Context: an optimization exercise on an open-source flow, tuned for small area, a short achievable clock period and few clock cycles per item. The choices shown serve that exercise and are no tape-out recipe. RTL that was checked went through simulation tests only; none was proved equivalent to the original. Power is estimated from default activity; no workload was simulated.

==> module wb_slave_register, before the edit <==
module wb_slave_register #(
    parameter ADDR_WIDTH = 16,
    parameter DATA_WIDTH = 32,
    parameter GRANULE = 8,
    parameter REGISTER_NUM = 16,
    parameter SEL_WIDTH = DATA_WIDTH / GRANULE
) (
    input wire rst_i,
    input wire clk_i,
    input wire [ADDR_WIDTH-1:0] adr_i,
    input wire [DATA_WIDTH-1:0] dat_i,
    output reg [DATA_WIDTH-1:0] dat_o,
    input wire [SEL_WIDTH-1:0] sel_i,
    input wire we_i,
    input wire stb_i,
    output wire ack_o,
    output wire err_o,
    input wire cyc_i
);
    reg [DATA_WIDTH-1:0] register_value [0:REGISTER_NUM-1];
    reg ack;
    reg err;
    wire in_range = (adr_i < REGISTER_NUM);
    wire [3:0] idx = adr_i[3:0];
    wire [REGISTER_NUM-1:0] rsel;
    genvar g, gb;
    wbr_dec4 u_dec (.a(idx), .y(rsel));
    wire wr = ack & we_i;
    wire [REGISTER_NUM-1:0] wrow;
    wbr_wdec4 u_wdec (.a(idx), .en(wr), .y(wrow));
    wire [SEL_WIDTH-1:0] lane_en [0:REGISTER_NUM-1];
    generate for (g = 0; g < REGISTER_NUM; g = g + 1) begin : wen
        for (gb = 0; gb < SEL_WIDTH; gb = gb + 1) begin : lane
            wbr_a21o u_en (.a1(wrow[g]), .a2(sel_i[gb]), .b1(rst_i), .y(lane_en[g][gb]));
        end
    end endgenerate
    wire [DATA_WIDTH-1:0] wdata = dat_i & {DATA_WIDTH{~rst_i}};
    integer i, b;
    always @(posedge clk_i) begin
        for (i = 0; i < REGISTER_NUM; i = i + 1) begin
            for (b = 0; b < SEL_WIDTH; b = b + 1) begin
                if (lane_en[i][b]) begin
                    register_value[i][b*GRANULE+:GRANULE] <= wdata[b*GRANULE+:GRANULE];
                end
            end
        end
    end
    always @(posedge clk_i) begin
        if (rst_i) begin
            ack <= 1'b0;
            err <= 1'b0;
        end else begin
            ack <= stb_i & in_range & ~ack;
            err <= stb_i & ~in_range & ~err;
        end
    end
    wire [DATA_WIDTH-1:0] rdata;
    generate for (gb = 0; gb < DATA_WIDTH; gb = gb + 1) begin : rmux
        wire [5:0] t;
        for (g = 0; g < 5; g = g + 1) begin : grp
            wbr_aoi222 u_t (
                .a1(register_value[3*g][gb]),   .a2(rsel[3*g]),
                .b1(register_value[3*g+1][gb]), .b2(rsel[3*g+1]),
                .c1(register_value[3*g+2][gb]), .c2(rsel[3*g+2]),
                .y(t[g]));
        end
        wbr_nand2 u_t5 (.a(register_value[15][gb]), .b(rsel[15]), .y(t[5]));
        wire n0, n1;
        wbr_nand3 u_n0 (.a(t[0]), .b(t[1]), .c(t[2]), .y(n0));
        wbr_nand3 u_n1 (.a(t[3]), .b(t[4]), .c(t[5]), .y(n1));
        wbr_or2 u_o (.a(n0), .b(n1), .y(rdata[gb]));
    end endgenerate
    always @(posedge clk_i) begin
        dat_o <= rdata;
    end
    assign ack_o = ack;
    assign err_o = err;
endmodule
==> module wbr_wdec4, before the edit <==
module wbr_wdec4 (input wire [3:0] a, input wire en, output wire [15:0] y);
    genvar k;
    generate for (k = 0; k < 16; k = k + 1) begin : d
        assign y[k] = en & (a == k);
    end endgenerate
endmodule
==> module wbr_aoi222, before the edit <==
module wbr_aoi222 (
    input wire a1, input wire a2, input wire b1, input wire b2,
    input wire c1, input wire c2, output wire y
);
    assign y = ~((a1 & a2) | (b1 & b2) | (c1 & c2));
endmodule
==> module wbr_nand2, before the edit <==
module wbr_nand2 (input wire a, input wire b, output wire y);
    assign y = ~(a & b);
endmodule
==> module wbr_nand3, before the edit <==
module wbr_nand3 (input wire a, input wire b, input wire c, output wire y);
    assign y = ~(a & b & c);
endmodule
Settings: LEC_CHECK=0, CAP_MARGIN=20, CORE_MARGIN=2, CORE_UTILIZATION=60, CTS_BUF_LIST=sky130_fd_sc_hd__clkbuf_8, CTS_CLUSTER_DIAMETER=60, CTS_CLUSTER_SIZE=16, SETUP_SLACK_MARGIN=3.05, SLEW_MARGIN=20, SYNTH_HIERARCHICAL=1, SYNTH_MINIMUM_KEEP_SIZE=0; clock period 5.0 ns.
run.sh (not shown) runs the stock make flow with config.mk's settings and CLKGATE_MAP_FILE= SYNTH_SCRIPT=/design/flow/synth_recipe.tcl, a recipe that flattens the netlist after the stock synthesis.
==> next run, changes <==
==> flow/design.v (replaced) <==
`default_nettype none
module wb_slave_register #(
    parameter ADDR_WIDTH = 16,
    parameter DATA_WIDTH = 32,
    parameter GRANULE = 8,
    parameter REGISTER_NUM = 16,
    parameter SEL_WIDTH = DATA_WIDTH / GRANULE
) (
    input wire rst_i,
    input wire clk_i,
    input wire [ADDR_WIDTH-1:0] adr_i,
    input wire [DATA_WIDTH-1:0] dat_i,
    output reg [DATA_WIDTH-1:0] dat_o,
    input wire [SEL_WIDTH-1:0] sel_i,
    input wire we_i,
    input wire stb_i,
    output wire ack_o,
    output wire err_o,
    input wire cyc_i
);
    reg [DATA_WIDTH-1:0] register_value [0:REGISTER_NUM-1];
    reg ack;
    reg err;
    wire [2:0] hi_zero;
    wbr_nor4 u_z0 (.a(adr_i[4]),  .b(adr_i[5]),  .c(adr_i[6]),  .d(adr_i[7]),  .y(hi_zero[0]));
    wbr_nor4 u_z1 (.a(adr_i[8]),  .b(adr_i[9]),  .c(adr_i[10]), .d(adr_i[11]), .y(hi_zero[1]));
    wbr_nor4 u_z2 (.a(adr_i[12]), .b(adr_i[13]), .c(adr_i[14]), .d(adr_i[15]), .y(hi_zero[2]));
    wire in_range = &hi_zero;
    wire [3:0] idx = adr_i[3:0];
    wire [REGISTER_NUM-1:0] rsel;
    genvar g, gb;
    wbr_dec4 u_dec (.a(idx), .y(rsel));
    reg [REGISTER_NUM-1:0] wrow;
    wire wr_first = ~rst_i & stb_i & we_i & in_range & ~ack;
    wire [REGISTER_NUM-1:0] wsel;
    wire [REGISTER_NUM-1:0] wrow_d;
    wbr_dec4 u_wdec (.a(idx), .y(wsel));
    generate for (g = 0; g < REGISTER_NUM; g = g + 1) begin : wq
        wbr_and2 u_w (.a(wsel[g]), .b(wr_first), .y(wrow_d[g]));
    end endgenerate
    always @(posedge clk_i) begin
        wrow <= wrow_d;
    end
    wire [SEL_WIDTH-1:0] lane_en [0:REGISTER_NUM-1];
    generate for (g = 0; g < REGISTER_NUM; g = g + 1) begin : wen
        for (gb = 0; gb < SEL_WIDTH; gb = gb + 1) begin : lane
            wbr_a21o u_en (.a1(wrow[g]), .a2(sel_i[gb]), .b1(rst_i), .y(lane_en[g][gb]));
        end
    end endgenerate
    wire [DATA_WIDTH-1:0] wdata = dat_i & {DATA_WIDTH{~rst_i}};
    integer i, b;
    always @(posedge clk_i) begin
        for (i = 0; i < REGISTER_NUM; i = i + 1) begin
            for (b = 0; b < SEL_WIDTH; b = b + 1) begin
                if (lane_en[i][b]) begin
                    register_value[i][b*GRANULE+:GRANULE] <= wdata[b*GRANULE+:GRANULE];
                end
            end
        end
    end
    always @(posedge clk_i) begin
        if (rst_i) begin
            ack <= 1'b0;
            err <= 1'b0;
        end else begin
            ack <= stb_i & in_range & ~ack;
            err <= stb_i & ~in_range & ~err;
        end
    end
    wire [DATA_WIDTH-1:0] rdata;
    generate for (gb = 0; gb < DATA_WIDTH; gb = gb + 1) begin : rmux
        wire [REGISTER_NUM-1:0] col;
        for (g = 0; g < REGISTER_NUM; g = g + 1) begin : c
            assign col[g] = register_value[g][gb];
        end
        wire lo, hi;
        wbr_mux8 u_lo (.d(col[7:0]), .s(rsel[7:0]), .y(lo));
        wbr_mux8 u_hi (.d(col[15:8]), .s(rsel[15:8]), .y(hi));
        wbr_or2 u_o (.a(lo), .b(hi), .y(rdata[gb]));
    end endgenerate
    always @(posedge clk_i) begin
        dat_o <= rdata;
    end
    assign ack_o = ack;
    assign err_o = err;
endmodule
module wbr_dec4 (input wire [3:0] a, output wire [15:0] y);
    genvar k;
    generate for (k = 0; k < 16; k = k + 1) begin : d
        assign y[k] = (a == k);
    end endgenerate
endmodule
module wbr_nor4 (input wire a, input wire b, input wire c, input wire d, output wire y);
    assign y = ~(a | b | c | d);
endmodule
module wbr_and2 (input wire a, input wire b, output wire y);
    assign y = a & b;
endmodule
module wbr_mux8 (input wire [7:0] d, input wire [7:0] s, output wire y);
    assign y = |(d & s);
endmodule
module wbr_or2 (input wire a, input wire b, output wire y);
    assign y = a | b;
endmodule
module wbr_a21o (input wire a1, input wire a2, input wire b1, output wire y);
    assign y = (a1 & a2) | b1;
endmodule
Total power goes up by 1.9%.
Sequential power rose by about 2%.
Routed wire length goes up by 1.5%.
Cell area hardly moves.
Die area rose by 4.5%.
Via count went up by 1.4%.
Worst setup slack gets better by 0.080 ns.
No run of this note included a check of the RTL's function; only the layout flow was run.


## oak
Another version of the RTL of wb_slave_register (not shown whole).
For scale: roughly 560 flip-flops, about 0.020 sq mm of cells after synthesis.
## wb_slave_register
module wb_slave_register #(
    parameter ADDR_WIDTH = 16,
    parameter DATA_WIDTH = 32,
    parameter GRANULE = 8,
    parameter REGISTER_NUM = 16,
    parameter SEL_WIDTH = DATA_WIDTH / GRANULE
) (
    input wire rst_i,
    input wire clk_i,
    input wire [ADDR_WIDTH-1:0] adr_i,
    input wire [DATA_WIDTH-1:0] dat_i,
    output reg [DATA_WIDTH-1:0] dat_o,
    input wire [SEL_WIDTH-1:0] sel_i,
    input wire we_i,
    input wire stb_i,
    output wire ack_o,
    output wire err_o,
    input wire cyc_i
);
==> module wb_slave_register, before the edit <==
module wb_slave_register #(
    parameter ADDR_WIDTH = 16,
    parameter DATA_WIDTH = 32,
    parameter GRANULE = 8,
    parameter REGISTER_NUM = 16,
    parameter SEL_WIDTH = DATA_WIDTH / GRANULE
) (
    input wire rst_i,
    input wire clk_i,
    input wire [ADDR_WIDTH-1:0] adr_i,
    input wire [DATA_WIDTH-1:0] dat_i,
    output reg [DATA_WIDTH-1:0] dat_o,
    input wire [SEL_WIDTH-1:0] sel_i,
    input wire we_i,
    input wire stb_i,
    output wire ack_o,
    output wire err_o,
    input wire cyc_i
);
    reg [DATA_WIDTH-1:0] register_value [0:REGISTER_NUM-1];
    reg ack;
    reg err;
    wire [2:0] hi_zero;
    wbr_nor4 u_z0 (.a(adr_i[4]),  .b(adr_i[5]),  .c(adr_i[6]),  .d(adr_i[7]),  .y(hi_zero[0]));
    wbr_nor4 u_z1 (.a(adr_i[8]),  .b(adr_i[9]),  .c(adr_i[10]), .d(adr_i[11]), .y(hi_zero[1]));
    wbr_nor4 u_z2 (.a(adr_i[12]), .b(adr_i[13]), .c(adr_i[14]), .d(adr_i[15]), .y(hi_zero[2]));
    wire in_range = &hi_zero;
    wire [3:0] idx = adr_i[3:0];
    genvar g, gb, gq;
    wire [3:0] pre_lo, pre_hi;
    wbr_dec2 u_pre_lo (.a(idx[1:0]), .y(pre_lo));
    wbr_dec2 u_pre_hi (.a(idx[3:2]), .y(pre_hi));
    wire [REGISTER_NUM-1:0] rsel [0:3];
    generate for (gq = 0; gq < 4; gq = gq + 1) begin : rdec
        for (g = 0; g < REGISTER_NUM; g = g + 1) begin : line
            wbr_and2 u_s (.a(pre_lo[g % 4]), .b(pre_hi[g / 4]), .y(rsel[gq][g]));
        end
    end endgenerate
    reg [REGISTER_NUM-1:0] wrow;
    wire wr_first = ~rst_i & stb_i & we_i & ~ack;
    wire [REGISTER_NUM-1:0] wrow_d;
    wire [REGISTER_NUM-1:0] wsel = rsel[0];
    generate for (g = 0; g < REGISTER_NUM; g = g + 1) begin : wq
        wbr_and2 u_w (.a(wsel[g]), .b(wr_first), .y(wrow_d[g]));
    end endgenerate
    always @(posedge clk_i) begin
        wrow <= wrow_d;
    end
    wire [REGISTER_NUM-1:0] wrow_ok;
    generate for (g = 0; g < REGISTER_NUM; g = g + 1) begin : wok
        wbr_and2 u_k (.a(wrow[g]), .b(ack), .y(wrow_ok[g]));
    end endgenerate
    wire [SEL_WIDTH-1:0] lane_en [0:REGISTER_NUM-1];
    generate for (g = 0; g < REGISTER_NUM; g = g + 1) begin : wen
        for (gb = 0; gb < SEL_WIDTH; gb = gb + 1) begin : lane
            wbr_a21o u_en (.a1(wrow_ok[g]), .a2(sel_i[gb]), .b1(rst_i), .y(lane_en[g][gb]));
        end
    end endgenerate
    wire [DATA_WIDTH-1:0] wdata = dat_i & {DATA_WIDTH{~rst_i}};
    integer i, b;
    always @(posedge clk_i) begin
        for (i = 0; i < REGISTER_NUM; i = i + 1) begin
            for (b = 0; b < SEL_WIDTH; b = b + 1) begin
                if (lane_en[i][b]) begin
                    register_value[i][b*GRANULE+:GRANULE] <= wdata[b*GRANULE+:GRANULE];
                end
            end
        end
    end
    always @(posedge clk_i) begin
        if (rst_i) begin
            ack <= 1'b0;
            err <= 1'b0;
        end else begin
            ack <= stb_i & in_range & ~ack;
            err <= stb_i & ~in_range & ~err;
        end
    end
    wire [DATA_WIDTH-1:0] rdata;
    generate for (gb = 0; gb < DATA_WIDTH; gb = gb + 1) begin : rmux
        wire [REGISTER_NUM-1:0] col;
        for (g = 0; g < REGISTER_NUM; g = g + 1) begin : c
            assign col[g] = register_value[g][gb];
        end
        wire lo_n, hi_n;
        wbr_mux8n u_lo (.d(col[7:0]), .s(rsel[gb / 8][7:0]), .y(lo_n));
        wbr_mux8n u_hi (.d(col[15:8]), .s(rsel[gb / 8][15:8]), .y(hi_n));
        wbr_nand2 u_o (.a(lo_n), .b(hi_n), .y(rdata[gb]));
    end endgenerate
    always @(posedge clk_i) begin
        dat_o <= rdata;
    end
    assign ack_o = ack;
    assign err_o = err;
endmodule
export LEC_CHECK = 0
export CAP_MARGIN = 20
export CORE_MARGIN = 2
export CORE_UTILIZATION = 60
export CTS_BUF_LIST = sky130_fd_sc_hd__clkbuf_8
export CTS_CLUSTER_DIAMETER = 60
export CTS_CLUSTER_SIZE = 16
export SETUP_SLACK_MARGIN = 3.05
export SLEW_MARGIN = 20
export SYNTH_HIERARCHICAL = 1
export SYNTH_MINIMUM_KEEP_SIZE = 0
create_clock -name core_clock -period 5.0 [get_ports {clk_i}]
Testbench counts of oak, summed over its fixed seeds: cycles 14,392, items 4,800.
What pine does differently from oak at the input level:
-- flow/design.v --
<<< oak, line 39
    end endgenerate
    reg [REGISTER_NUM-1:0] wrow;
    wire wr_first = ~rst_i & stb_i & we_i & ~ack;
    wire [REGISTER_NUM-1:0] wrow_d;
    wire [REGISTER_NUM-1:0] wsel = rsel[0];
>>> pine, line 39
    end endgenerate
    reg [REGISTER_NUM-1:0] wrow;
    wire wr_first = ~rst_i & stb_i & we_i & in_range & ~ack;
    wire [REGISTER_NUM-1:0] wrow_d;
    wire [REGISTER_NUM-1:0] wsel = rsel[0];
<<< oak, line 48
        wrow <= wrow_d;
    end
    wire [REGISTER_NUM-1:0] wrow_ok;
    generate for (g = 0; g < REGISTER_NUM; g = g + 1) begin : wok
        wbr_and2 u_k (.a(wrow[g]), .b(ack), .y(wrow_ok[g]));
    end endgenerate
    wire [SEL_WIDTH-1:0] lane_en [0:REGISTER_NUM-1];
    generate for (g = 0; g < REGISTER_NUM; g = g + 1) begin : wen
        for (gb = 0; gb < SEL_WIDTH; gb = gb + 1) begin : lane
            wbr_a21o u_en (.a1(wrow_ok[g]), .a2(sel_i[gb]), .b1(rst_i), .y(lane_en[g][gb]));
        end
    end endgenerate
>>> pine, line 48
        wrow <= wrow_d;
    end
    wire [SEL_WIDTH-1:0] lane_en [0:REGISTER_NUM-1];
    generate for (g = 0; g < REGISTER_NUM; g = g + 1) begin : wen
        for (gb = 0; gb < SEL_WIDTH; gb = gb + 1) begin : lane
            wbr_a21o u_en (.a1(wrow[g]), .a2(sel_i[gb]), .b1(rst_i), .y(lane_en[g][gb]));
        end
    end endgenerate
Findings:
pine was carried through to the last stage, and its layout satisfied the timing, design-rule and antenna checks. Compared oak against pine; number of core rows within noise. pine vs. oak: clock skew higher, starting density of the core lower. Final cell area excluding filler cells, pine and oak: lower on pine. Total power of pine is lower than that of oak. pine and oak ended up with nearly the same share of power burned in combinational logic. Diff pine..oak | register bit count reported by yosys | unchanged. Taking oak as the reference, in pine signed area change from the synthesized netlist to the final layout held; switching fraction of total power went up 0.38 points; wire length of the first global-routing pass went down 3.0%.
Testbench counts of pine, summed over its fixed seeds: cycles 14,392, items 4,800.

-- port drivers added, routing unchanged --
The flow's constraints put no driver on any port. The routed layouts listed below were extracted and timed again, unchanged, in two steps.
Step 1 sets driving cells, clkbuf_16 on the clock port and buf_2 on the other inputs (assumed; they add their load-dependent delay and slew).
Step 2 also shifts input and output timing later by t, the mid clock arrival at the registers, as if the neighbouring blocks saw the same clock.
Three values: ideal, step 1, step 2; two values: the first two.
run	t (ns)	setup slack, ns	clock arrival spread, ns	slew at the worst register clock pin (ns)	worst slew at a driven data input, ns
the first run of note 1	0.625	2.852 / 2.816 / 2.191	0.028 / 0.028	0.11 / 0.11	0.08
the second run of note 1	0.652	2.932 / 2.881 / 2.372	0.039 / 0.038	0.10 / 0.10	0.06
oak	0.615	2.852 / 2.800 / 2.498	0.030 / 0.030	0.10 / 0.10	0.07
pine	0.616	2.976 / 2.924 / 2.473	0.033 / 0.034	0.10 / 0.10	0.06
After both steps every run listed still meets setup and hold. For the first run of note 1, which loses most, drivers alone change the setup slack by -0.036 ns; drivers and shift together by -0.661 ns.
